From an optimization exercise on the open Yosys and OpenROAD flow, aimed at small area and a short achievable clock period; shortcuts taken in it are not production practice.
No functional check of the RTL was part of any run shown here.

==> flow/design.v, too long to show whole: its modules and the start of the top module <==
// module addmuladd_3_stage_signed_18_bit_xor_reduction: 1268 lines
module addmuladd_3_stage_signed_18_bit_xor_reduction(
	input signed [17:0] a,
	input signed [17:0] b,
	input signed [17:0] c,
	input signed [17:0] d,
	output [17:0] out,
	input clk);
  // ...
==> flow/flow/run.sh <==
#!/bin/bash
# The standard layout (standard.sh), with these changes:
#  - after the standard synthesis, inverters around full-adder cells are removed by
#    flipping the polarity of full adders (invopt.py); registers are not touched;
#  - ports are buffered with buf_1 cells (the resizer upsizes them where timing needs it);
#  - timing repair aims at a larger setup margin than the design's clock needs, so
#    the layout is optimised for the period it achieves.
set -euo pipefail
MARGIN=6.8
R=$PWD/orfs/results/sky130hd/addmuladd_3_stage_signed_18_bit_xor_reduction/base
bash standard.sh $R/1_2_yosys.v > synth.log 2>&1
cp $R/1_2_yosys.v $R/1_2_yosys_std.v
python3 flow/invopt.py $R/1_2_yosys_std.v $R/1_2_yosys.v > invopt.log 2>&1
bash standard.sh SETUP_SLACK_MARGIN=$MARGIN "BUFFER_PORTS_ARGS=-buffer_cell sky130_fd_sc_hd__buf_1" finish > layout.log 2>&1
==> flow/flow/invopt.py <==
#!/usr/bin/env python3
"""Remove inverters around full adders in a flat Yosys netlist.

A full adder is self-dual: FA(~a, ~b, ~c) = (~sum, ~cout). Flipping a full adder
(feeding it the complements of its inputs and taking the complements of its outputs)
leaves the function of the netlist unchanged. Greedily flip the sky130 fa cells
where this lowers the number of inverter cells. Registers are left untouched.
usage: invopt.py IN.v OUT.v
"""
import re, sys

src = open(sys.argv[1]).read()
m_first = re.search(r'^\s*sky130_fd_sc_hd__\w+\s', src, re.M)
m_end = src.rfind('endmodule')
head = src[:m_first.start()]
cell_txt = src[m_first.start():m_end]
assert 'assign' not in cell_txt, 'assign statements are not handled'

cell_re = re.compile(r'(sky130_fd_sc_hd__\w+)\s+(\\\S+\s|\S+)\s*\((.*?)\);', re.S)
pin_re = re.compile(r'\.(\w+)\(\s*(\\\S+\s|[^()\s]+)\s*\)')
OUTPINS = {'X', 'Y', 'Q', 'Q_N', 'SUM', 'COUT', 'HI', 'LO'}

cells = {}   # name -> [type, {pin: net}]
order = []
for m in cell_re.finditer(cell_txt):
    typ, name, body = m.group(1), m.group(2).strip(), m.group(3)
    pins = {p: n.strip() for p, n in pin_re.findall(body)}
    cells[name] = [typ, pins]
    order.append(name)

# ports and other fixed loads
ports_out = set()
for m in re.finditer(r'^\s*output\s+(\[(\d+):(\d+)\]\s*)?(\S+);', head, re.M):
    if m.group(1):
        hi, lo = int(m.group(2)), int(m.group(3))
        for i in range(min(hi, lo), max(hi, lo) + 1): ports_out.add(f"{m.group(4)}[{i}]")
    else:
        ports_out.add(m.group(4))

def is_inv(t): return re.match(r'sky130_fd_sc_hd__(clk)?inv_\d+$', t) is not None
def is_fa(t): return re.match(r'sky130_fd_sc_hd__fa_\d+$', t) is not None

driver = {}
loads = {}
def rebuild():
    driver.clear(); loads.clear()
    for name, (typ, pins) in cells.items():
        for p, n in pins.items():
            if p in OUTPINS: driver[n] = (name, p)
            else: loads.setdefault(n, []).append((name, p))
rebuild()

def nloads(n):
    return len(loads.get(n, [])) + (1 if n in ports_out else 0)

newid = [0]
new_wires = []
def fresh():
    newid[0] += 1
    n = f"_invopt_{newid[0]}_"
    new_wires.append(n)
    return n

def connect(cell, pin, net):
    old = cells[cell][1][pin]
    if old == net: return
    loads[old].remove((cell, pin))
    cells[cell][1][pin] = net
    loads.setdefault(net, []).append((cell, pin))

def inverted_of(net):
    """Net carrying ~net, and the number of inverters this adds (0 or 1)."""
    d = driver.get(net)
    if d and is_inv(cells[d[0]][0]):
        return cells[d[0]][1]['A'], 0
    for (c, p) in loads.get(net, []):
        if is_inv(cells[c][0]):
            return cells[c][1]['Y'], 0
    return None, 1

def add_inv(a, y):
    newid[0] += 1
    name = f"_invopt_cell_{newid[0]}_"
    cells[name] = ['sky130_fd_sc_hd__inv_1', {'A': a, 'Y': y}]
    order.append(name)
    driver[y] = (name, 'Y')
    loads.setdefault(a, []).append((name, 'A'))

def remove_dead_invs():
    removed = 0
    changed = True
    while changed:
        changed = False
        for name in list(cells):
            typ, pins = cells[name]
            if is_inv(typ) and nloads(pins['Y']) == 0:
                loads[pins['A']].remove((name, 'A'))
                del driver[pins['Y']]
                del cells[name]
                removed += 1
                changed = True
    return removed

def count_invs():
    return sum(1 for t, _ in cells.values() if is_inv(t))

def flip_cost(f):
    """Estimated change in inverter count if full adder f is flipped."""
    typ, pins = cells[f]
    delta = 0
    seen = {}
    for p in ('A', 'B', 'CIN'):
        n = pins[p]
        if n in seen: continue
        seen[n] = 1
        d = driver.get(n)
        if d and is_inv(cells[d[0]][0]):
            users = sum(1 for q in ('A', 'B', 'CIN') if pins[q] == n)
            if nloads(n) == users: delta -= 1
        else:
            _, c = inverted_of(n)
            delta += c
    for p in ('SUM', 'COUT'):
        n = pins[p]
        ls = loads.get(n, [])
        inv_loads = [c for c, q in ls if is_inv(cells[c][0]) and cells[c][1]['Y'] not in ports_out]
        others = len(ls) - len(inv_loads) + (1 if n in ports_out else 0)
        delta -= len(inv_loads)
        if others: delta += 1
    return delta

def flip(f):
    typ, pins = cells[f]
    for p in ('A', 'B', 'CIN'):
        n = pins[p]
        m, c = inverted_of(n)
        if m is None:
            m = fresh()
            add_inv(n, m)
        connect(f, p, m)
    for p in ('SUM', 'COUT'):
        n = pins[p]
        ls = list(loads.get(n, []))
        inv_loads = [c for c, q in ls if is_inv(cells[c][0]) and cells[c][1]['Y'] not in ports_out]
        others = [(c, q) for c, q in ls if c not in inv_loads]
        newn = fresh()
        del driver[n]
        pins[p] = newn
        driver[newn] = (f, p)
        # inverters on the old output now just pass the new output through
        for ic in inv_loads:
            y = cells[ic][1]['Y']
            for (c, q) in list(loads.get(y, [])):
                connect(c, q, newn)
            if y in ports_out:
                # keep the inverter's output net (port); drive it from newn via a buffer-free path:
                # leave the inverter, it now must invert the new net twice -> keep original structure
                pass
        if others or n in ports_out:
            add_inv(newn, n)
        else:
            loads.pop(n, None)
        for ic in inv_loads:
            y = cells[ic][1]['Y']
            if y in ports_out:
                continue
            # the inverter reads the old net n; drop it
            if ic in cells:
                a = cells[ic][1]['A']
                if (ic, 'A') in loads.get(a, []): loads[a].remove((ic, 'A'))
                del driver[y]
                del cells[ic]
    remove_dead_invs()

XOR_TOGGLE = {}
for k in ('xor2', 'xor3'):
    for sz in ('1', '2', '4'):
        XOR_TOGGLE[f'sky130_fd_sc_hd__{k}_{sz}'] = f'sky130_fd_sc_hd__x{"n" + k[1:]}_{sz}'
        XOR_TOGGLE[f'sky130_fd_sc_hd__x{"n" + k[1:]}_{sz}'] = f'sky130_fd_sc_hd__{k}_{sz}'

def outpin(t):
    return 'Y' if re.match(r'sky130_fd_sc_hd__xnor2_', t) else 'X'

def toggle(x):
    typ, pins = cells[x]
    o = outpin(typ)
    net = pins.pop(o)
    cells[x][0] = XOR_TOGGLE[typ]
    o2 = outpin(cells[x][0])
    pins[o2] = net
    driver[net] = (x, o2)

def absorb_xor():
    """Fold inverters into xor/xnor gates that drive them or that they drive."""
    n = 0
    for name in list(cells):
        if name not in cells: continue
        typ, pins = cells[name]
        if not is_inv(typ): continue
        a, y = pins['A'], pins['Y']
        if y in ports_out: continue
        d = driver.get(a)
        # xor gate driving only this inverter: toggle it and drop the inverter
        if d and cells[d[0]][0] in XOR_TOGGLE and nloads(a) == 1:
            x = d[0]
            loads[a].remove((name, 'A'))
            del driver[y]
            del cells[name]
            cells[x][1][d[1]] = y
            del driver[a]
            driver[y] = (x, d[1])
            toggle(x)
            n += 1
            continue
        # xor gates read the inverter's output: read its input and toggle
        for (c, p) in list(loads.get(y, [])):
            if cells[c][0] in XOR_TOGGLE:
                toggle(c)
                connect(c, p, a)
                n += 1
    remove_dead_invs()
    return n

before = count_invs()
remove_dead_invs()
fas = [n for n in order if n in cells and is_fa(cells[n][0])]
for it in range(10):
    improved = 0
    for f in fas:
        if flip_cost(f) < 0:
            b = count_invs()
            flip(f)
            a = count_invs()
            improved += b - a
    b = count_invs()
    absorb_xor()
    improved += b - count_invs()
    if improved <= 0: break
after = count_invs()
sys.stderr.write(f"invopt: inverters {before} -> {after}\n")

def fmt(n): return n + ' ' if n.startswith('\\') else n
out = [head.rstrip('\n') + '\n']
for w in new_wires:
    out.append(f"  wire {w};\n")
for name in order:
    if name not in cells: continue
    typ, pins = cells[name]
    pl = ",\n".join(f"    .{p}({fmt(n)})" for p, n in pins.items())
    out.append(f"  {typ} {fmt(name)} (\n{pl}\n  );\n")
out.append("endmodule\n")
open(sys.argv[2], 'w').write(''.join(out))
==> flow/standard.sh <==
#!/bin/bash
# synth_recipe.tcl (not shown) runs the flow's synth.tcl, then flattens the netlist and writes it again
# the make line also repeats each setting of config.mk as NAME=value (left out here)
make -C /OpenROAD-flow-scripts/flow DESIGN_CONFIG=/design/flow/config.mk WORK_HOME=/design/flow/orfs CLKGATE_MAP_FILE= SYNTH_SCRIPT=/design/flow/synth_recipe.tcl "${@:-finish}"
==> flow/config.mk <==
export PLATFORM = sky130hd
export DESIGN_NAME = addmuladd_3_stage_signed_18_bit_xor_reduction
export DESIGN_NICKNAME = addmuladd_3_stage_signed_18_bit_xor_reduction
export VERILOG_FILES = /design/flow/design.v
export SDC_FILE = /design/flow/constraint.sdc
export NUM_CORES = 4
export LEC_CHECK = 0
export ABC_AREA = 1
export CAP_MARGIN = 20
export CORE_MARGIN = 2
export CORE_UTILIZATION = 40
export CTS_BUF_LIST = sky130_fd_sc_hd__clkbuf_4 sky130_fd_sc_hd__clkbuf_8
export SLEW_MARGIN = 20
==> flow/constraint.sdc <==
create_clock -name core_clock -period 10.0 [get_ports {clk}]
set_input_delay 2.0000 -clock core_clock [delete_from_list [all_inputs] [get_ports {clk}]]
set_output_delay 2.0000 -clock core_clock [all_outputs]
set_load 0.01 [all_outputs]
==> results.py, run 1 <==
metrics = {
    "drt": {
        "wire_per_inst_um": 16.81,
        "vias_per_cell": 5.161,
        "wl_met3_um": 2397,
        "wl_met1_um": 17180,
    },
    "timing": {
        "relSlewSlack": 0.2950,
        "finalCritPeriodShare": 0.3278,
        "rsz0062_at_grt": "yes",
        "max_freq_ghz": 0.3050,
        "hold_viol": 0,
    },
    "clocking": {
        "cts_resized": 7,
        "postCtsSetupBuffers": 0,
        "path_clk_slew_ps": 110,
    },
    "setup_path": {
        "reg2reg_slack_ps": 6910,
        "cp_top_family": "flip-flops",
        "endpoint": "out[0]",
        "worstSetupPathType": "reg2out",
    },
    "finish": {
        "fin_nets": 2048,
        "seq_share": 0.2122,
        "top_regs": "q_r x94, bn_r x18, c_r x18",
        "n_antenna_cell": 0,
        "area_delta_synth_final_pct": 7.446,
        "top_register": "q_r",
        "fin_util": 0.4351,
    },
    "floorplanning": {
        "taps": 461,
        "start_util": 0.4049,
    },
    "global_route": {
        "grtUsageMet3": 0.03033,
        "antenna_found_initial": 0,
    },
    "outcome": {
        "status": "finished clean",
    },
    "hold_path": {
        "holdCritStartpoint": "c_r[0]",
    },
}
==> run 2: changes to the inputs <==
--- a/flow/design.v
+++ b/flow/design.v
@@ -602,17 +602,17 @@
 	wire fs353;
 	wire fc354;
 	wire hs355;
 	wire hc356;
 	wire fs357;
 	wire fc358;
 	wire hs359;
 	wire hc360;
-	reg [93:0] q_r;
+	reg [100:0] q_r;
 	wire q0 = q_r[0];
 	wire q1 = q_r[1];
 	wire q2 = q_r[2];
 	wire q3 = q_r[3];
 	wire q4 = q_r[4];
 	wire q5 = q_r[5];
 	wire q6 = q_r[6];
 	wire q7 = q_r[7];
@@ -697,16 +697,23 @@
 	wire q86 = q_r[86];
 	wire q87 = q_r[87];
 	wire q88 = q_r[88];
 	wire q89 = q_r[89];
 	wire q90 = q_r[90];
 	wire q91 = q_r[91];
 	wire q92 = q_r[92];
 	wire q93 = q_r[93];
+	wire q94 = q_r[94];
+	wire q95 = q_r[95];
+	wire q96 = q_r[96];
+	wire q97 = q_r[97];
+	wire q98 = q_r[98];
+	wire q99 = q_r[99];
+	wire q100 = q_r[100];
 	assign pp0_0 = ((~(onen_r[0] | bn_r[0])) ^ neg_r[0]);
 	assign pp0_1 = ((~((onen_r[0] | bn_r[1]) & (twon_r[0] | bn_r[0]))) ^ neg_r[0]);
 	assign pp0_2 = ((~((onen_r[0] | bn_r[2]) & (twon_r[0] | bn_r[1]))) ^ neg_r[0]);
 	assign pp0_3 = ((~((onen_r[0] | bn_r[3]) & (twon_r[0] | bn_r[2]))) ^ neg_r[0]);
 	assign pp0_4 = ((~((onen_r[0] | bn_r[4]) & (twon_r[0] | bn_r[3]))) ^ neg_r[0]);
 	assign pp0_5 = ((~((onen_r[0] | bn_r[5]) & (twon_r[0] | bn_r[4]))) ^ neg_r[0]);
 	assign pp0_6 = ((~((onen_r[0] | bn_r[6]) & (twon_r[0] | bn_r[5]))) ^ neg_r[0]);
 	assign pp0_7 = ((~((onen_r[0] | bn_r[7]) & (twon_r[0] | bn_r[6]))) ^ neg_r[0]);
@@ -924,320 +931,320 @@
 	assign hs31 = fc22 ^ hc24;
 	assign hc32 = fc22 & hc24;
 	assign fs33 = c_r[7] ^ pp0_7 ^ pp1_5;
 	assign fc34 = (c_r[7] & pp0_7) | (c_r[7] & pp1_5) | (pp0_7 & pp1_5);
 	assign fs35 = pp2_3 ^ pp3_1 ^ fc26;
 	assign fc36 = (pp2_3 & pp3_1) | (pp2_3 & fc26) | (pp3_1 & fc26);
 	assign fs37 = fc28 ^ fs33 ^ fc30;
 	assign fc38 = (fc28 & fs33) | (fc28 & fc30) | (fs33 & fc30);
-	assign hs39 = fs35 ^ hc32;
-	assign hc40 = fs35 & hc32;
+	assign hs39 = q14 ^ q15;
+	assign hc40 = q14 & q15;
 	assign fs41 = c_r[8] ^ neg_r[4] ^ pp0_8;
 	assign fc42 = (c_r[8] & neg_r[4]) | (c_r[8] & pp0_8) | (neg_r[4] & pp0_8);
 	assign fs43 = pp1_6 ^ pp2_4 ^ pp3_2;
 	assign fc44 = (pp1_6 & pp2_4) | (pp1_6 & pp3_2) | (pp2_4 & pp3_2);
 	assign fs45 = pp4_0 ^ fc34 ^ fs41;
 	assign fc46 = (pp4_0 & fc34) | (pp4_0 & fs41) | (fc34 & fs41);
-	assign fs47 = fs43 ^ fc36 ^ fs45;
-	assign fc48 = (fs43 & fc36) | (fs43 & fs45) | (fc36 & fs45);
-	assign hs49 = q16 ^ q17;
-	assign hc50 = q16 & q17;
+	assign fs47 = q17 ^ q18 ^ q19;
+	assign fc48 = (q17 & q18) | (q17 & q19) | (q18 & q19);
+	assign hs49 = q20 ^ hc40;
+	assign hc50 = q20 & hc40;
 	assign fs51 = c_r[9] ^ pp0_9 ^ pp1_7;
 	assign fc52 = (c_r[9] & pp0_9) | (c_r[9] & pp1_7) | (pp0_9 & pp1_7);
 	assign fs53 = pp2_5 ^ pp3_3 ^ pp4_1;
 	assign fc54 = (pp2_5 & pp3_3) | (pp2_5 & pp4_1) | (pp3_3 & pp4_1);
 	assign fs55 = fc42 ^ fc44 ^ fs51;
 	assign fc56 = (fc42 & fc44) | (fc42 & fs51) | (fc44 & fs51);
-	assign fs57 = fs53 ^ fc46 ^ fs55;
-	assign fc58 = (fs53 & fc46) | (fs53 & fs55) | (fc46 & fs55);
-	assign hs59 = q19 ^ q20;
-	assign hc60 = q19 & q20;
+	assign fs57 = q21 ^ q22 ^ q23;
+	assign fc58 = (q21 & q22) | (q21 & q23) | (q22 & q23);
+	assign hs59 = hc50 ^ fc48;
+	assign hc60 = hc50 & fc48;
 	assign fs61 = c_r[10] ^ neg_r[5] ^ pp0_10;
 	assign fc62 = (c_r[10] & neg_r[5]) | (c_r[10] & pp0_10) | (neg_r[5] & pp0_10);
 	assign fs63 = pp1_8 ^ pp2_6 ^ pp3_4;
 	assign fc64 = (pp1_8 & pp2_6) | (pp1_8 & pp3_4) | (pp2_6 & pp3_4);
 	assign fs65 = pp4_2 ^ pp5_0 ^ fc52;
 	assign fc66 = (pp4_2 & pp5_0) | (pp4_2 & fc52) | (pp5_0 & fc52);
 	assign fs67 = fc54 ^ fs61 ^ fs63;
 	assign fc68 = (fc54 & fs61) | (fc54 & fs63) | (fs61 & fs63);
-	assign fs69 = fc56 ^ fs65 ^ fs67;
-	assign fc70 = (fc56 & fs65) | (fc56 & fs67) | (fs65 & fs67);
-	assign hs71 = q21 ^ q22;
-	assign hc72 = q21 & q22;
+	assign fs69 = q24 ^ q25 ^ q26;
+	assign fc70 = (q24 & q25) | (q24 & q26) | (q25 & q26);
+	assign hs71 = fc58 ^ fs69;
+	assign hc72 = fc58 & fs69;
 	assign fs73 = c_r[11] ^ pp0_11 ^ pp1_9;
 	assign fc74 = (c_r[11] & pp0_11) | (c_r[11] & pp1_9) | (pp0_11 & pp1_9);
 	assign fs75 = pp2_7 ^ pp3_5 ^ pp4_3;
 	assign fc76 = (pp2_7 & pp3_5) | (pp2_7 & pp4_3) | (pp3_5 & pp4_3);
 	assign fs77 = pp5_1 ^ fc62 ^ fc64;
 	assign fc78 = (pp5_1 & fc62) | (pp5_1 & fc64) | (fc62 & fc64);
 	assign fs79 = fs73 ^ fs75 ^ fc66;
 	assign fc80 = (fs73 & fs75) | (fs73 & fc66) | (fs75 & fc66);
-	assign fs81 = q23 ^ q24 ^ q25;
-	assign fc82 = (q23 & q24) | (q23 & q25) | (q24 & q25);
-	assign hs83 = q26 ^ hc72;
-	assign hc84 = q26 & hc72;
+	assign fs81 = q27 ^ q28 ^ q29;
+	assign fc82 = (q27 & q28) | (q27 & q29) | (q28 & q29);
+	assign hs83 = fc70 ^ fs81;
+	assign hc84 = fc70 & fs81;
 	assign fs85 = c_r[12] ^ neg_r[6] ^ pp0_12;
 	assign fc86 = (c_r[12] & neg_r[6]) | (c_r[12] & pp0_12) | (neg_r[6] & pp0_12);
 	assign fs87 = pp1_10 ^ pp2_8 ^ pp3_6;
 	assign fc88 = (pp1_10 & pp2_8) | (pp1_10 & pp3_6) | (pp2_8 & pp3_6);
 	assign fs89 = pp4_4 ^ pp5_2 ^ pp6_0;
 	assign fc90 = (pp4_4 & pp5_2) | (pp4_4 & pp6_0) | (pp5_2 & pp6_0);
 	assign fs91 = fc74 ^ fc76 ^ fs85;
 	assign fc92 = (fc74 & fc76) | (fc74 & fs85) | (fc76 & fs85);
 	assign fs93 = fs87 ^ fs89 ^ fc78;
 	assign fc94 = (fs87 & fs89) | (fs87 & fc78) | (fs89 & fc78);
-	assign fs95 = q27 ^ q28 ^ q29;
-	assign fc96 = (q27 & q28) | (q27 & q29) | (q28 & q29);
-	assign hs97 = hc84 ^ fc82;
-	assign hc98 = hc84 & fc82;
+	assign fs95 = q30 ^ q31 ^ q32;
+	assign fc96 = (q30 & q31) | (q30 & q32) | (q31 & q32);
+	assign hs97 = fc82 ^ fs95;
+	assign hc98 = fc82 & fs95;
 	assign fs99 = c_r[13] ^ pp0_13 ^ pp1_11;
 	assign fc100 = (c_r[13] & pp0_13) | (c_r[13] & pp1_11) | (pp0_13 & pp1_11);
 	assign fs101 = pp2_9 ^ pp3_7 ^ pp4_5;
 	assign fc102 = (pp2_9 & pp3_7) | (pp2_9 & pp4_5) | (pp3_7 & pp4_5);
 	assign fs103 = pp5_3 ^ pp6_1 ^ fc86;
 	assign fc104 = (pp5_3 & pp6_1) | (pp5_3 & fc86) | (pp6_1 & fc86);
 	assign fs105 = fc88 ^ fc90 ^ fs99;
 	assign fc106 = (fc88 & fc90) | (fc88 & fs99) | (fc90 & fs99);
 	assign fs107 = fs101 ^ fc92 ^ fs103;
 	assign fc108 = (fs101 & fc92) | (fs101 & fs103) | (fc92 & fs103);
-	assign fs109 = q30 ^ q31 ^ q32;
-	assign fc110 = (q30 & q31) | (q30 & q32) | (q31 & q32);
+	assign fs109 = q33 ^ q34 ^ q35;
+	assign fc110 = (q33 & q34) | (q33 & q35) | (q34 & q35);
 	assign hs111 = fc96 ^ fs109;
 	assign hc112 = fc96 & fs109;
 	assign fs113 = c_r[14] ^ neg_r[7] ^ pp0_14;
 	assign fc114 = (c_r[14] & neg_r[7]) | (c_r[14] & pp0_14) | (neg_r[7] & pp0_14);
 	assign fs115 = pp1_12 ^ pp2_10 ^ pp3_8;
 	assign fc116 = (pp1_12 & pp2_10) | (pp1_12 & pp3_8) | (pp2_10 & pp3_8);
 	assign fs117 = pp4_6 ^ pp5_4 ^ pp6_2;
 	assign fc118 = (pp4_6 & pp5_4) | (pp4_6 & pp6_2) | (pp5_4 & pp6_2);
 	assign fs119 = pp7_0 ^ fc100 ^ fc102;
 	assign fc120 = (pp7_0 & fc100) | (pp7_0 & fc102) | (fc100 & fc102);
 	assign fs121 = fs113 ^ fs115 ^ fs117;
 	assign fc122 = (fs113 & fs115) | (fs113 & fs117) | (fs115 & fs117);
 	assign fs123 = fc104 ^ fc106 ^ fs119;
 	assign fc124 = (fc104 & fc106) | (fc104 & fs119) | (fc106 & fs119);
-	assign fs125 = q33 ^ q34 ^ q35;
-	assign fc126 = (q33 & q34) | (q33 & q35) | (q34 & q35);
+	assign fs125 = q36 ^ q37 ^ q38;
+	assign fc126 = (q36 & q37) | (q36 & q38) | (q37 & q38);
 	assign hs127 = fc110 ^ fs125;
 	assign hc128 = fc110 & fs125;
 	assign fs129 = c_r[15] ^ pp0_15 ^ pp1_13;
 	assign fc130 = (c_r[15] & pp0_15) | (c_r[15] & pp1_13) | (pp0_15 & pp1_13);
 	assign fs131 = pp2_11 ^ pp3_9 ^ pp4_7;
 	assign fc132 = (pp2_11 & pp3_9) | (pp2_11 & pp4_7) | (pp3_9 & pp4_7);
 	assign fs133 = pp5_5 ^ pp6_3 ^ pp7_1;
 	assign fc134 = (pp5_5 & pp6_3) | (pp5_5 & pp7_1) | (pp6_3 & pp7_1);
 	assign fs135 = fc114 ^ fc116 ^ fc118;
 	assign fc136 = (fc114 & fc116) | (fc114 & fc118) | (fc116 & fc118);
 	assign fs137 = fs129 ^ fs131 ^ fs133;
 	assign fc138 = (fs129 & fs131) | (fs129 & fs133) | (fs131 & fs133);
 	assign fs139 = fc120 ^ fc122 ^ fs135;
 	assign fc140 = (fc120 & fc122) | (fc120 & fs135) | (fc122 & fs135);
-	assign fs141 = q36 ^ q37 ^ q38;
-	assign fc142 = (q36 & q37) | (q36 & q38) | (q37 & q38);
+	assign fs141 = q39 ^ q40 ^ q41;
+	assign fc142 = (q39 & q40) | (q39 & q41) | (q40 & q41);
 	assign hs143 = fc126 ^ fs141;
 	assign hc144 = fc126 & fs141;
 	assign fs145 = c_r[16] ^ neg_r[8] ^ pp0_16;
 	assign fc146 = (c_r[16] & neg_r[8]) | (c_r[16] & pp0_16) | (neg_r[8] & pp0_16);
 	assign fs147 = pp1_14 ^ pp2_12 ^ pp3_10;
 	assign fc148 = (pp1_14 & pp2_12) | (pp1_14 & pp3_10) | (pp2_12 & pp3_10);
 	assign fs149 = pp4_8 ^ pp5_6 ^ pp6_4;
 	assign fc150 = (pp4_8 & pp5_6) | (pp4_8 & pp6_4) | (pp5_6 & pp6_4);
 	assign fs151 = pp7_2 ^ pp8_0 ^ fc130;
 	assign fc152 = (pp7_2 & pp8_0) | (pp7_2 & fc130) | (pp8_0 & fc130);
 	assign fs153 = fc132 ^ fc134 ^ fs145;
 	assign fc154 = (fc132 & fc134) | (fc132 & fs145) | (fc134 & fs145);
 	assign fs155 = fs147 ^ fs149 ^ fc136;
 	assign fc156 = (fs147 & fs149) | (fs147 & fc136) | (fs149 & fc136);
-	assign fs157 = fc138 ^ fs151 ^ fs153;
-	assign fc158 = (fc138 & fs151) | (fc138 & fs153) | (fs151 & fs153);
-	assign fs159 = q39 ^ q40 ^ q41;
-	assign fc160 = (q39 & q40) | (q39 & q41) | (q40 & q41);
-	assign hs161 = fc142 ^ fs159;
-	assign hc162 = fc142 & fs159;
+	assign fs157 = q42 ^ q43 ^ q44;
+	assign fc158 = (q42 & q43) | (q42 & q44) | (q43 & q44);
+	assign fs159 = q45 ^ q46 ^ fc142;
+	assign fc160 = (q45 & q46) | (q45 & fc142) | (q46 & fc142);
+	assign hs161 = fs157 ^ hc144;
+	assign hc162 = fs157 & hc144;
 	assign fs163 = ~(~c_r[17] ^ pp0_17);
 	assign fc164 = ~c_r[17] | pp0_17;
 	assign fs165 = pp1_15 ^ pp2_13 ^ pp3_11;
 	assign fc166 = (pp1_15 & pp2_13) | (pp1_15 & pp3_11) | (pp2_13 & pp3_11);
 	assign fs167 = pp4_9 ^ pp5_7 ^ pp6_5;
 	assign fc168 = (pp4_9 & pp5_7) | (pp4_9 & pp6_5) | (pp5_7 & pp6_5);
 	assign fs169 = pp7_3 ^ pp8_1 ^ fs163;
 	assign fc170 = (pp7_3 & pp8_1) | (pp7_3 & fs163) | (pp8_1 & fs163);
 	assign fs171 = fc146 ^ fc148 ^ fc150;
 	assign fc172 = (fc146 & fc148) | (fc146 & fc150) | (fc148 & fc150);
 	assign fs173 = fs165 ^ fs167 ^ fs169;
 	assign fc174 = (fs165 & fs167) | (fs165 & fs169) | (fs167 & fs169);
 	assign fs175 = fc152 ^ fc154 ^ fs171;
 	assign fc176 = (fc152 & fc154) | (fc152 & fs171) | (fc154 & fs171);
-	assign fs177 = q42 ^ q43 ^ q44;
-	assign fc178 = (q42 & q43) | (q42 & q44) | (q43 & q44);
-	assign fs179 = q45 ^ fc160 ^ fs177;
-	assign fc180 = (q45 & fc160) | (q45 & fs177) | (fc160 & fs177);
+	assign fs177 = q47 ^ q48 ^ q49;
+	assign fc178 = (q47 & q48) | (q47 & q49) | (q48 & q49);
+	assign fs179 = fc158 ^ fs177 ^ fc160;
+	assign fc180 = (fc158 & fs177) | (fc158 & fc160) | (fs177 & fc160);
 	assign fs181 = neg_r[9] ^ pp0_18 ^ pp1_16;
 	assign fc182 = (neg_r[9] & pp0_18) | (neg_r[9] & pp1_16) | (pp0_18 & pp1_16);
 	assign fs183 = pp2_14 ^ pp3_12 ^ pp4_10;
 	assign fc184 = (pp2_14 & pp3_12) | (pp2_14 & pp4_10) | (pp3_12 & pp4_10);
 	assign fs185 = pp5_8 ^ pp6_6 ^ pp7_4;
 	assign fc186 = (pp5_8 & pp6_6) | (pp5_8 & pp7_4) | (pp6_6 & pp7_4);
 	assign fs187 = pp8_2 ^ pp9_0 ^ fc164;
 	assign fc188 = (pp8_2 & pp9_0) | (pp8_2 & fc164) | (pp9_0 & fc164);
 	assign fs189 = fc166 ^ fc168 ^ fs181;
 	assign fc190 = (fc166 & fc168) | (fc166 & fs181) | (fc168 & fs181);
 	assign fs191 = fs183 ^ fs185 ^ fc170;
 	assign fc192 = (fs183 & fs185) | (fs183 & fc170) | (fs185 & fc170);
-	assign fs193 = fs187 ^ fc172 ^ fs189;
-	assign fc194 = (fs187 & fc172) | (fs187 & fs189) | (fc172 & fs189);
-	assign fs195 = q46 ^ q47 ^ q48;
-	assign fc196 = (q46 & q47) | (q46 & q48) | (q47 & q48);
-	assign fs197 = q49 ^ fc178 ^ fs195;
-	assign fc198 = (q49 & fc178) | (q49 & fs195) | (fc178 & fs195);
+	assign fs193 = q50 ^ q51 ^ q52;
+	assign fc194 = (q50 & q51) | (q50 & q52) | (q51 & q52);
+	assign fs195 = q53 ^ q54 ^ q55;
+	assign fc196 = (q53 & q54) | (q53 & q55) | (q54 & q55);
+	assign fs197 = fc178 ^ fs193 ^ fs195;
+	assign fc198 = (fc178 & fs193) | (fc178 & fs195) | (fs193 & fs195);
 	assign fs199 = ~(pp1_17 ^ pp2_15);
 	assign fc200 = pp1_17 | pp2_15;
 	assign fs201 = pp3_13 ^ pp4_11 ^ pp5_9;
 	assign fc202 = (pp3_13 & pp4_11) | (pp3_13 & pp5_9) | (pp4_11 & pp5_9);
 	assign fs203 = pp6_7 ^ pp7_5 ^ pp8_3;
 	assign fc204 = (pp6_7 & pp7_5) | (pp6_7 & pp8_3) | (pp7_5 & pp8_3);
 	assign fs205 = pp9_1 ^ fs199 ^ fc182;
 	assign fc206 = (pp9_1 & fs199) | (pp9_1 & fc182) | (fs199 & fc182);
 	assign fs207 = fc184 ^ fc186 ^ fs201;
 	assign fc208 = (fc184 & fc186) | (fc184 & fs201) | (fc186 & fs201);
 	assign fs209 = fs203 ^ fc188 ^ fc190;
 	assign fc210 = (fs203 & fc188) | (fs203 & fc190) | (fc188 & fc190);
-	assign fs211 = fs205 ^ fs207 ^ fc192;
-	assign fc212 = (fs205 & fs207) | (fs205 & fc192) | (fs207 & fc192);
-	assign fs213 = q50 ^ q51 ^ q52;
-	assign fc214 = (q50 & q51) | (q50 & q52) | (q51 & q52);
-	assign hs215 = fc196 ^ fs213;
-	assign hc216 = fc196 & fs213;
+	assign fs211 = q56 ^ q57 ^ q58;
+	assign fc212 = (q56 & q57) | (q56 & q58) | (q57 & q58);
+	assign fs213 = q59 ^ fc194 ^ fc196;
+	assign fc214 = (q59 & fc194) | (q59 & fc196) | (fc194 & fc196);
+	assign hs215 = fs211 ^ fc198;
+	assign hc216 = fs211 & fc198;
 	assign fs217 = pp1_18 ^ pp2_16 ^ pp3_14;
 	assign fc218 = (pp1_18 & pp2_16) | (pp1_18 & pp3_14) | (pp2_16 & pp3_14);
 	assign fs219 = pp4_12 ^ pp5_10 ^ pp6_8;
 	assign fc220 = (pp4_12 & pp5_10) | (pp4_12 & pp6_8) | (pp5_10 & pp6_8);
 	assign fs221 = pp7_6 ^ pp8_4 ^ pp9_2;
 	assign fc222 = (pp7_6 & pp8_4) | (pp7_6 & pp9_2) | (pp8_4 & pp9_2);
 	assign fs223 = fc200 ^ fc202 ^ fc204;
 	assign fc224 = (fc200 & fc202) | (fc200 & fc204) | (fc202 & fc204);
 	assign fs225 = fs217 ^ fs219 ^ fs221;
 	assign fc226 = (fs217 & fs219) | (fs217 & fs221) | (fs219 & fs221);
 	assign fs227 = fc206 ^ fc208 ^ fs223;
 	assign fc228 = (fc206 & fc208) | (fc206 & fs223) | (fc208 & fs223);
-	assign fs229 = q53 ^ q54 ^ q55;
-	assign fc230 = (q53 & q54) | (q53 & q55) | (q54 & q55);
-	assign fs231 = q56 ^ fc214 ^ fs229;
-	assign fc232 = (q56 & fc214) | (q56 & fs229) | (fc214 & fs229);
+	assign fs229 = q60 ^ q61 ^ q62;
+	assign fc230 = (q60 & q61) | (q60 & q62) | (q61 & q62);
+	assign fs231 = fc212 ^ fs229 ^ fc214;
+	assign fc232 = (fc212 & fs229) | (fc212 & fc214) | (fs229 & fc214);
 	assign fs233 = ~(pp2_17 ^ pp3_15);
 	assign fc234 = pp2_17 | pp3_15;
 	assign fs235 = pp4_13 ^ pp5_11 ^ pp6_9;
 	assign fc236 = (pp4_13 & pp5_11) | (pp4_13 & pp6_9) | (pp5_11 & pp6_9);
 	assign fs237 = pp7_7 ^ pp8_5 ^ pp9_3;
 	assign fc238 = (pp7_7 & pp8_5) | (pp7_7 & pp9_3) | (pp8_5 & pp9_3);
 	assign fs239 = fs233 ^ fc218 ^ fc220;
 	assign fc240 = (fs233 & fc218) | (fs233 & fc220) | (fc218 & fc220);
 	assign fs241 = fc222 ^ fs235 ^ fs237;
 	assign fc242 = (fc222 & fs235) | (fc222 & fs237) | (fs235 & fs237);
 	assign fs243 = fc224 ^ fc226 ^ fs239;
 	assign fc244 = (fc224 & fc226) | (fc224 & fs239) | (fc226 & fs239);
-	assign fs245 = q57 ^ q58 ^ q59;
-	assign fc246 = (q57 & q58) | (q57 & q59) | (q58 & q59);
+	assign fs245 = q63 ^ q64 ^ q65;
+	assign fc246 = (q63 & q64) | (q63 & q65) | (q64 & q65);
 	assign hs247 = fc230 ^ fs245;
 	assign hc248 = fc230 & fs245;
 	assign fs249 = pp2_18 ^ pp3_16 ^ pp4_14;
 	assign fc250 = (pp2_18 & pp3_16) | (pp2_18 & pp4_14) | (pp3_16 & pp4_14);
 	assign fs251 = pp5_12 ^ pp6_10 ^ pp7_8;
 	assign fc252 = (pp5_12 & pp6_10) | (pp5_12 & pp7_8) | (pp6_10 & pp7_8);
 	assign fs253 = pp8_6 ^ pp9_4 ^ fc234;
 	assign fc254 = (pp8_6 & pp9_4) | (pp8_6 & fc234) | (pp9_4 & fc234);
 	assign fs255 = fc236 ^ fc238 ^ fs249;
 	assign fc256 = (fc236 & fc238) | (fc236 & fs249) | (fc238 & fs249);
 	assign fs257 = fs251 ^ fs253 ^ fc240;
 	assign fc258 = (fs251 & fs253) | (fs251 & fc240) | (fs253 & fc240);
-	assign fs259 = q60 ^ q61 ^ q62;
-	assign fc260 = (q60 & q61) | (q60 & q62) | (q61 & q62);
-	assign fs261 = q63 ^ fc246 ^ fs259;
-	assign fc262 = (q63 & fc246) | (q63 & fs259) | (fc246 & fs259);
+	assign fs259 = q66 ^ q67 ^ q68;
+	assign fc260 = (q66 & q67) | (q66 & q68) | (q67 & q68);
+	assign fs261 = q69 ^ fc246 ^ fs259;
+	assign fc262 = (q69 & fc246) | (q69 & fs259) | (fc246 & fs259);
 	assign fs263 = ~(pp3_17 ^ pp4_15);
 	assign fc264 = pp3_17 | pp4_15;
 	assign fs265 = pp5_13 ^ pp6_11 ^ pp7_9;
 	assign fc266 = (pp5_13 & pp6_11) | (pp5_13 & pp7_9) | (pp6_11 & pp7_9);
 	assign fs267 = pp8_7 ^ pp9_5 ^ fs263;
 	assign fc268 = (pp8_7 & pp9_5) | (pp8_7 & fs263) | (pp9_5 & fs263);
 	assign fs269 = fc250 ^ fc252 ^ fs265;
 	assign fc270 = (fc250 & fc252) | (fc250 & fs265) | (fc252 & fs265);
 	assign fs271 = fc254 ^ fs267 ^ fc256;
 	assign fc272 = (fc254 & fs267) | (fc254 & fc256) | (fs267 & fc256);
-	assign fs273 = q64 ^ q65 ^ q66;
-	assign fc274 = (q64 & q65) | (q64 & q66) | (q65 & q66);
+	assign fs273 = q70 ^ q71 ^ q72;
+	assign fc274 = (q70 & q71) | (q70 & q72) | (q71 & q72);
 	assign hs275 = fc260 ^ fs273;
 	assign hc276 = fc260 & fs273;
 	assign fs277 = pp3_18 ^ pp4_16 ^ pp5_14;
 	assign fc278 = (pp3_18 & pp4_16) | (pp3_18 & pp5_14) | (pp4_16 & pp5_14);
 	assign fs279 = pp6_12 ^ pp7_10 ^ pp8_8;
 	assign fc280 = (pp6_12 & pp7_10) | (pp6_12 & pp8_8) | (pp7_10 & pp8_8);
 	assign fs281 = pp9_6 ^ fc264 ^ fc266;
 	assign fc282 = (pp9_6 & fc264) | (pp9_6 & fc266) | (fc264 & fc266);
 	assign fs283 = fs277 ^ fs279 ^ fc268;
 	assign fc284 = (fs277 & fs279) | (fs277 & fc268) | (fs279 & fc268);
-	assign fs285 = q67 ^ q68 ^ q69;
-	assign fc286 = (q67 & q68) | (q67 & q69) | (q68 & q69);
-	assign fs287 = q70 ^ fc274 ^ fs285;
-	assign fc288 = (q70 & fc274) | (q70 & fs285) | (fc274 & fs285);
+	assign fs285 = q73 ^ q74 ^ q75;
+	assign fc286 = (q73 & q74) | (q73 & q75) | (q74 & q75);
+	assign fs287 = q76 ^ fc274 ^ fs285;
+	assign fc288 = (q76 & fc274) | (q76 & fs285) | (fc274 & fs285);
 	assign fs289 = ~(pp4_17 ^ pp5_15);
 	assign fc290 = pp4_17 | pp5_15;
 	assign fs291 = pp6_13 ^ pp7_11 ^ pp8_9;
 	assign fc292 = (pp6_13 & pp7_11) | (pp6_13 & pp8_9) | (pp7_11 & pp8_9);
 	assign fs293 = pp9_7 ^ fs289 ^ fc278;
 	assign fc294 = (pp9_7 & fs289) | (pp9_7 & fc278) | (fs289 & fc278);
 	assign fs295 = fc280 ^ fs291 ^ fc282;
 	assign fc296 = (fc280 & fs291) | (fc280 & fc282) | (fs291 & fc282);
-	assign fs297 = q71 ^ q72 ^ q73;
-	assign fc298 = (q71 & q72) | (q71 & q73) | (q72 & q73);
+	assign fs297 = q77 ^ q78 ^ q79;
+	assign fc298 = (q77 & q78) | (q77 & q79) | (q78 & q79);
 	assign hs299 = fc286 ^ fs297;
 	assign hc300 = fc286 & fs297;
 	assign fs301 = pp4_18 ^ pp5_16 ^ pp6_14;
 	assign fc302 = (pp4_18 & pp5_16) | (pp4_18 & pp6_14) | (pp5_16 & pp6_14);
 	assign fs303 = pp7_12 ^ pp8_10 ^ pp9_8;
 	assign fc304 = (pp7_12 & pp8_10) | (pp7_12 & pp9_8) | (pp8_10 & pp9_8);
 	assign fs305 = fc290 ^ fc292 ^ fs301;
 	assign fc306 = (fc290 & fc292) | (fc290 & fs301) | (fc292 & fs301);
-	assign fs307 = fs303 ^ fc294 ^ fs305;
-	assign fc308 = (fs303 & fc294) | (fs303 & fs305) | (fc294 & fs305);
-	assign fs309 = q74 ^ q75 ^ fc298;
-	assign fc310 = (q74 & q75) | (q74 & fc298) | (q75 & fc298);
+	assign fs307 = q80 ^ q81 ^ q82;
+	assign fc308 = (q80 & q81) | (q80 & q82) | (q81 & q82);
+	assign fs309 = q83 ^ fc298 ^ fs307;
+	assign fc310 = (q83 & fc298) | (q83 & fs307) | (fc298 & fs307);
 	assign fs311 = ~(pp5_17 ^ pp6_15);
 	assign fc312 = pp5_17 | pp6_15;
 	assign fs313 = pp7_13 ^ pp8_11 ^ pp9_9;
 	assign fc314 = (pp7_13 & pp8_11) | (pp7_13 & pp9_9) | (pp8_11 & pp9_9);
 	assign fs315 = fs311 ^ fc302 ^ fc304;
 	assign fc316 = (fs311 & fc302) | (fs311 & fc304) | (fc302 & fc304);
 	assign fs317 = fs313 ^ fc306 ^ fs315;
 	assign fc318 = (fs313 & fc306) | (fs313 & fs315) | (fc306 & fs315);
-	assign hs319 = q76 ^ q77;
-	assign hc320 = q76 & q77;
+	assign hs319 = q84 ^ fc308;
+	assign hc320 = q84 & fc308;
 	assign fs321 = pp5_18 ^ pp6_16 ^ pp7_14;
 	assign fc322 = (pp5_18 & pp6_16) | (pp5_18 & pp7_14) | (pp6_16 & pp7_14);
 	assign fs323 = pp8_12 ^ pp9_10 ^ fc312;
 	assign fc324 = (pp8_12 & pp9_10) | (pp8_12 & fc312) | (pp9_10 & fc312);
 	assign fs325 = fc314 ^ fs321 ^ fs323;
 	assign fc326 = (fc314 & fs321) | (fc314 & fs323) | (fs321 & fs323);
-	assign fs327 = q78 ^ q79 ^ q80;
-	assign fc328 = (q78 & q79) | (q78 & q80) | (q79 & q80);
+	assign fs327 = q85 ^ q86 ^ q87;
+	assign fc328 = (q85 & q86) | (q85 & q87) | (q86 & q87);
 	assign fs329 = ~(pp6_17 ^ pp7_15);
 	assign fc330 = pp6_17 | pp7_15;
 	assign fs331 = pp8_13 ^ pp9_11 ^ fs329;
 	assign fc332 = (pp8_13 & pp9_11) | (pp8_13 & fs329) | (pp9_11 & fs329);
 	assign fs333 = fc322 ^ fc324 ^ fs331;
 	assign fc334 = (fc322 & fc324) | (fc322 & fs331) | (fc324 & fs331);
-	assign hs335 = fc326 ^ fs333;
-	assign hc336 = fc326 & fs333;
+	assign hs335 = q88 ^ q89;
+	assign hc336 = q88 & q89;
 	assign fs337 = pp6_18 ^ pp7_16 ^ pp8_14;
 	assign fc338 = (pp6_18 & pp7_16) | (pp6_18 & pp8_14) | (pp7_16 & pp8_14);
 	assign fs339 = pp9_12 ^ fc330 ^ fs337;
 	assign fc340 = (pp9_12 & fc330) | (pp9_12 & fs337) | (fc330 & fs337);
-	assign fs341 = q82 ^ q83 ^ q84;
-	assign fc342 = (q82 & q83) | (q82 & q84) | (q83 & q84);
+	assign fs341 = q90 ^ q91 ^ q92;
+	assign fc342 = (q90 & q91) | (q90 & q92) | (q91 & q92);
 	assign fs343 = ~(pp7_17 ^ pp8_15);
 	assign fc344 = pp7_17 | pp8_15;
 	assign fs345 = pp9_13 ^ fs343 ^ fc338;
 	assign fc346 = (pp9_13 & fs343) | (pp9_13 & fc338) | (fs343 & fc338);
 	assign hs347 = fc340 ^ fs345;
 	assign hc348 = fc340 & fs345;
 	assign fs349 = pp7_18 ^ pp8_16 ^ pp9_14;
 	assign fc350 = (pp7_18 & pp8_16) | (pp7_18 & pp9_14) | (pp8_16 & pp9_14);
@@ -1247,20 +1254,20 @@
 	assign fc354 = pp8_17 | pp9_15;
 	assign hs355 = fs353 ^ fc350;
 	assign hc356 = fs353 & fc350;
 	assign fs357 = pp8_18 ^ pp9_16 ^ fc354;
 	assign fc358 = (pp8_18 & pp9_16) | (pp8_18 & fc354) | (pp9_16 & fc354);
 	assign hs359 = pp9_17 ^ fc358;
 	assign hc360 = pp9_17 & fc358;
 	always @(posedge clk) begin
-		q_r <= {hs359, fs357, hc356, hs355, fc352, fs351, hc348, hs347, hc336, fc334, fs339, fc332, hs335, fc318, fs325, fc316, fs317, fc308, fs307, fc296, fs295, fc284, fs293, fc272, fs283, fs281, fc270, fs271, fc258, fs269, fs257, fc244, fs255, fc242, fs243, fc228, fs241, fc212, fs227, fc210, fs225, fs211, fs209, fc194, fs193, fc176, fs191, fc174, fs175, fc158, fs173, fc156, fs157, fs155, fc140, fs139, fc124, fs137, fs123, fc108, fs121, fs107, fc94, fs105, fs93, fc80, fs91, fc70, fs79, fs77, fc68, fs69, fc58, fs57, fc48, fs47, hc40, fc38, hs39, fs37, hs31, fs29, hs23, fs21, hs17, fs15, hs11, fs9, hs7, fs5, hs3, pp0_1, hs1, pp0_0};
+		q_r <= {hs359, fs357, hc356, hs355, fc352, fs351, hc348, hs347, fc334, fs339, fc332, fs333, fc326, fc318, fs325, fc316, fs317, fc296, fs305, fc294, fs303, fs295, fc284, fs293, fc272, fs283, fs281, fc270, fs271, fc258, fs269, fs257, fc244, fs255, fc242, fs243, fc228, fs241, fs227, fc210, fs225, fs209, fc192, fs207, fs205, fc176, fs191, fc174, fs189, fc172, fs187, fs175, fs173, fc156, fs155, fc140, fs153, fs151, fc138, fs139, fc124, fs137, fs123, fc108, fs121, fs107, fc94, fs105, fs93, fc80, fs91, fs79, fs77, fc68, fs67, fs65, fc56, fs55, fc46, fs53, fc38, fs45, fc36, fs43, fs37, hc32, fs35, hs31, fs29, hs23, fs21, hs17, fs15, hs11, fs9, hs7, fs5, hs3, pp0_1, hs1, pp0_0};
 	end
-	wire [35:0] x = {1'b1, q91, q89, q87, fc342, q85, fc328, hc320, fc310, hc300, fc288, hc276, fc262, hc248, fc232, hc216, fc198, fc180, hc162, hc144, hc128, hc112, hc98, fs95, fs81, hc60, hc50, q18, q14, q12, q10, q8, q6, q4, q2, q0};
-	wire [35:0] y = {q93, q92, q90, q88, q86, fs341, q81, fs327, hs319, fs309, hs299, fs287, hs275, fs261, hs247, fs231, hs215, fs197, fs179, hs161, hs143, hs127, hs111, hs97, hs83, hs71, hs59, hs49, q15, q13, q11, q9, q7, q5, q3, q1};
+	wire [35:0] x = {1'b1, q98, q96, q94, fc342, hc336, fc328, hc320, fc310, hc300, fc288, hc276, fc262, hc248, fc232, hc216, fs213, fc180, hc162, fs159, hc128, hc112, hc98, hc84, hc72, hc60, fs57, fs47, q16, q12, q10, q8, q6, q4, q2, q0};
+	wire [35:0] y = {q100, q99, q97, q95, q93, fs341, hs335, fs327, hs319, fs309, hs299, fs287, hs275, fs261, hs247, fs231, hs215, fs197, fs179, hs161, hs143, hs127, hs111, hs97, hs83, hs71, hs59, hs49, hs39, q13, q11, q9, q7, q5, q3, q1};
 	wire [35:0] r = x + y;
 	reg [3:0] par_r;
 	always @(posedge clk) begin
 		par_r[0] <= ^r[8:0];
 		par_r[1] <= ^r[17:9];
 		par_r[2] <= ^r[26:18];
 		par_r[3] <= ^r[35:27];
 	end
==> flow/flow/run.sh (replaced) <==
#!/bin/bash
# The standard layout (standard.sh), with these changes:
#  - after the standard synthesis, inverters around full-adder cells are removed by
#    flipping the polarity of full adders (invopt.py); registers are not touched;
#  - ports are buffered with buf_1 cells (the resizer upsizes them where timing needs it);
#  - timing repair aims at a larger setup margin than the design's clock needs, so
#    the layout is optimised for the period it achieves.
set -euo pipefail
MARGIN=6.5
R=$PWD/orfs/results/sky130hd/addmuladd_3_stage_signed_18_bit_xor_reduction/base
bash standard.sh $R/1_2_yosys.v > synth.log 2>&1
cp $R/1_2_yosys.v $R/1_2_yosys_std.v
python3 flow/invopt.py $R/1_2_yosys_std.v $R/1_2_yosys.v > invopt.log 2>&1
bash standard.sh SETUP_SLACK_MARGIN=$MARGIN "BUFFER_PORTS_ARGS=-buffer_cell sky130_fd_sc_hd__buf_1" finish > layout.log 2>&1
==> run 2 against run 1 <==
Still clean; fmax is 2.1% lower; hold slack gained 12 ps; clock skew decreased by 5.0 ps; die area is 0.62% lower; global-route usage increased by 0.36 points; wire length fell by 1.2%; critical path depth is 3 higher; core utilization is 0.26 points higher; sequential share of layout area is 0.82 points higher; area after synthesis is 0.64% lower; critical path type is now reg2reg; highest routed layer unchanged.
==> results.py, run 2 <==
metrics = {
    "global_route": {
        "gr-total-overflow": 0,
        "grt_pass1_vias": 11070,
        "grt_pass1_wl_um": 58790,
        "antenna_found_initial": 0,
        "groute.usage.overall": 0.2051,
        "grt_start_max_net_pins": 21,
    },
    "synth": {
        "synth.avg_cell_area_um2": 8.368,
        "ys_warn_count": 1,
        "synthCells": 1702,
        "synth_area_mm2": 0.01424,
    },
    "finish": {
        "layout_common_cells": "256 x nand2_1, 227 x inv_1, 168 x dfxtp_1",
        "final_cell_area_mm2": 0.01545,
        "top_regs": "q_r x101, bn_r x18, c_r x18",
        "n_antenna_cell": 0,
        "nFillCells": 3471,
        "area_delta_synth_final_pct": 8.513,
        "top_register": "q_r",
        "final_common_cell": "nand2_1",
        "drive_gt1_frac": 0.08401,
        "fin_nets": 2021,
        "largest_reg_flops": 101,
    },
    "timing": {
        "period_minus_slack_ps": 3348,
        "worst_slew_pin_slew_ps": 1045,
        "hold_viol": 0,
        "relSlewSlack": 0.3023,
        "setup_violations": 0,
        "rsz0062_at_grt": "yes",
        "finalSetupTns_ps": 0,
        "finalCritPeriodShare": 0.3348,
        "maxSlewViolCount": 0,
        "skew_ps": 16.26,
        "max_freq_ghz": 0.2987,
    },
    "clocking": {
        "path_clk_slew_ps": 100,
        "clk_latency_ps": 470,
        "cts.htree.levels": 4,
        "hold_buffers": 0,
        "clockBufferDepth": 2,
        "cts_inserted_buffers": 17,
        "cts_tree": "built",
        "cts-root-buf": "clkbuf_8",
        "clock_sinks": 170,
    },
    "run": {
        "max-cap-violations": 0,
    },
    "floorplanning": {
        "fp.dieArea_mm2": 0.03713,
        "start_util": 0.4034,
        "rows": 69,
        "core_area_mm2": 0.03531,
        "die_y_um": 192.7,
        "io_pins": 91,
        "fp.dieW_um": 192.7,
    },
    "setup_path": {
        "cpPeakStageDelay_ps": 840,
        "crit_top_cell": "fa_1",
        "critPathMaxFanout": 11,
        "arrival_ps": 3700,
        "end_kind": "register",
        "crit_buf_inv": 2,
        "cp-start-kind": "register",
        "worstSetupPathType": "reg2reg",
        "worst_ep_required_time_ps": 10360,
        "reg2reg_slack_ps": 6650,
        "crit_path_top_delay_cell": "dfxtp_1",
        "cp_top_family": "adder cells",
        "worstPathCellList": "clkinv_1 > xor2_1 > fa_1 > inv_1 > fa_1 > fa_1",
    },
    "place": {
        "hpwlAfterDp_um": 27040,
        "portBuffers": 73,
        "gp_congestion": 0.8658,
        "place_area_mm2": 0.01475,
    },
    "drt": {
        "wire_per_inst_um": 16.82,
        "firstDrtPassIters": 6,
        "vias": 11100,
        "vias_per_cell": 5.073,
        "routed_wl_um": 36780,
        "drc_errors": 0,
        "drtIter0Drc": 952,
        "antenna_left": 0,
    },
    "outcome": {
        "status": "finished clean",
    },
    "hold_path": {
        "hold_path.class": "reg2reg",
    },
}
run 2: area by class of cell:
cell class | instances | area [um^2] | area share
inverter | 239 | 900.9 | 0.05829
multi-input combinational | 1201 | 9799 | 0.6341
tap | 461 | 576.8 | 0.03732
clock buffer | 19 | 255.2 | 0.01652
clock inverter | 13 | 160.2 | 0.01036
sequential | 170 | 3406 | 0.2204
timing repair buffer | 84 | 356.6 | 0.02307
run 2: metrics by stage:
step	util	hold slack [ps]	setup slack, ps	instances
floorplan	-	420.0	6803	1718
global placement	0.4178	445.7	6445	2154
detailed placement	0.4178	447.5	6456	2154
CTS	0.4299	476.1	6491	2186
global route	0.4377	504.9	6455	2187
finish	0.4377	470.7	6652	2187
run 2: path summary, 6_finish.rpt:
path	from	endpoint	cells after the start
worst max register to register	neg_r[5]	q_r[65]	6
worst min register to register	c_r[0]	q_r[1]	1
worst max-delay path	neg_r[5]	q_r[65]	6
worst min-delay path	c_r[0]	q_r[1]	1
run 2: routing by layer:
layer  routed length, um  global-route usage  part of all wire  vias up
met5                   0                   0                 0        -
met4                 679             0.05989             0.018        0
met3                2303             0.03001             0.063       45
met2               16880              0.3311              0.46      392
met1               16910              0.2844              0.46     5284
li1                    -                   -                 -     5374
run 2: timing repair:
action | in CTS | in global routing
setup buffers | 0 | 1
pin swaps | 0 | 28
gates resized for setup | 3 | 72
endpoints found under the setup margin | 2 | 4
run 2: worst register-to-register path: cells and delay by family (launching register included):
kind | cells | cell delay, ps
adders and majority gates | 3 | 1390
DFF | 1 | 840
buffers and inverters | 2 | 680
xor gates and xnor gates | 1 | 330

==> re-timing with driven ports <==
The results above use ideal ports. As a check the final layouts listed here were re-extracted and re-timed, cells and wires unchanged.
Step 1 sets driving cells, clkbuf_16 on the clock port and buf_2 on the other inputs (assumed; they add their load-dependent delay and slew).
Step 2 adds t to the input delays and takes it off the output delays; t is the mean of the earliest and latest rising clock arrival at the registers after step 1. Input paths then give back, and output paths get back, about the clock's delay inside the block.
Slacks: ideal / step 1 / step 2; pairs: ideal / step 1.
| run | t (ns) | setup WS [ns] | worst setup path after step 2 | latest minus earliest clock arrival (ns) | pins driven straight from the clock port |
|---|---|---|---|---|---|
| run 1 | 0.533 | 6.722 / 6.681 / 6.560 | input to register | 0.022 / 0.022 | 1 |
| run 2 | 0.514 | 6.652 / 6.619 / 6.652 | register to register | 0.017 / 0.016 | 1 |
After both steps every run listed still meets setup and hold. For run 1, which loses most, drivers alone change the setup slack by -0.041 ns; drivers and shift together by -0.162 ns.
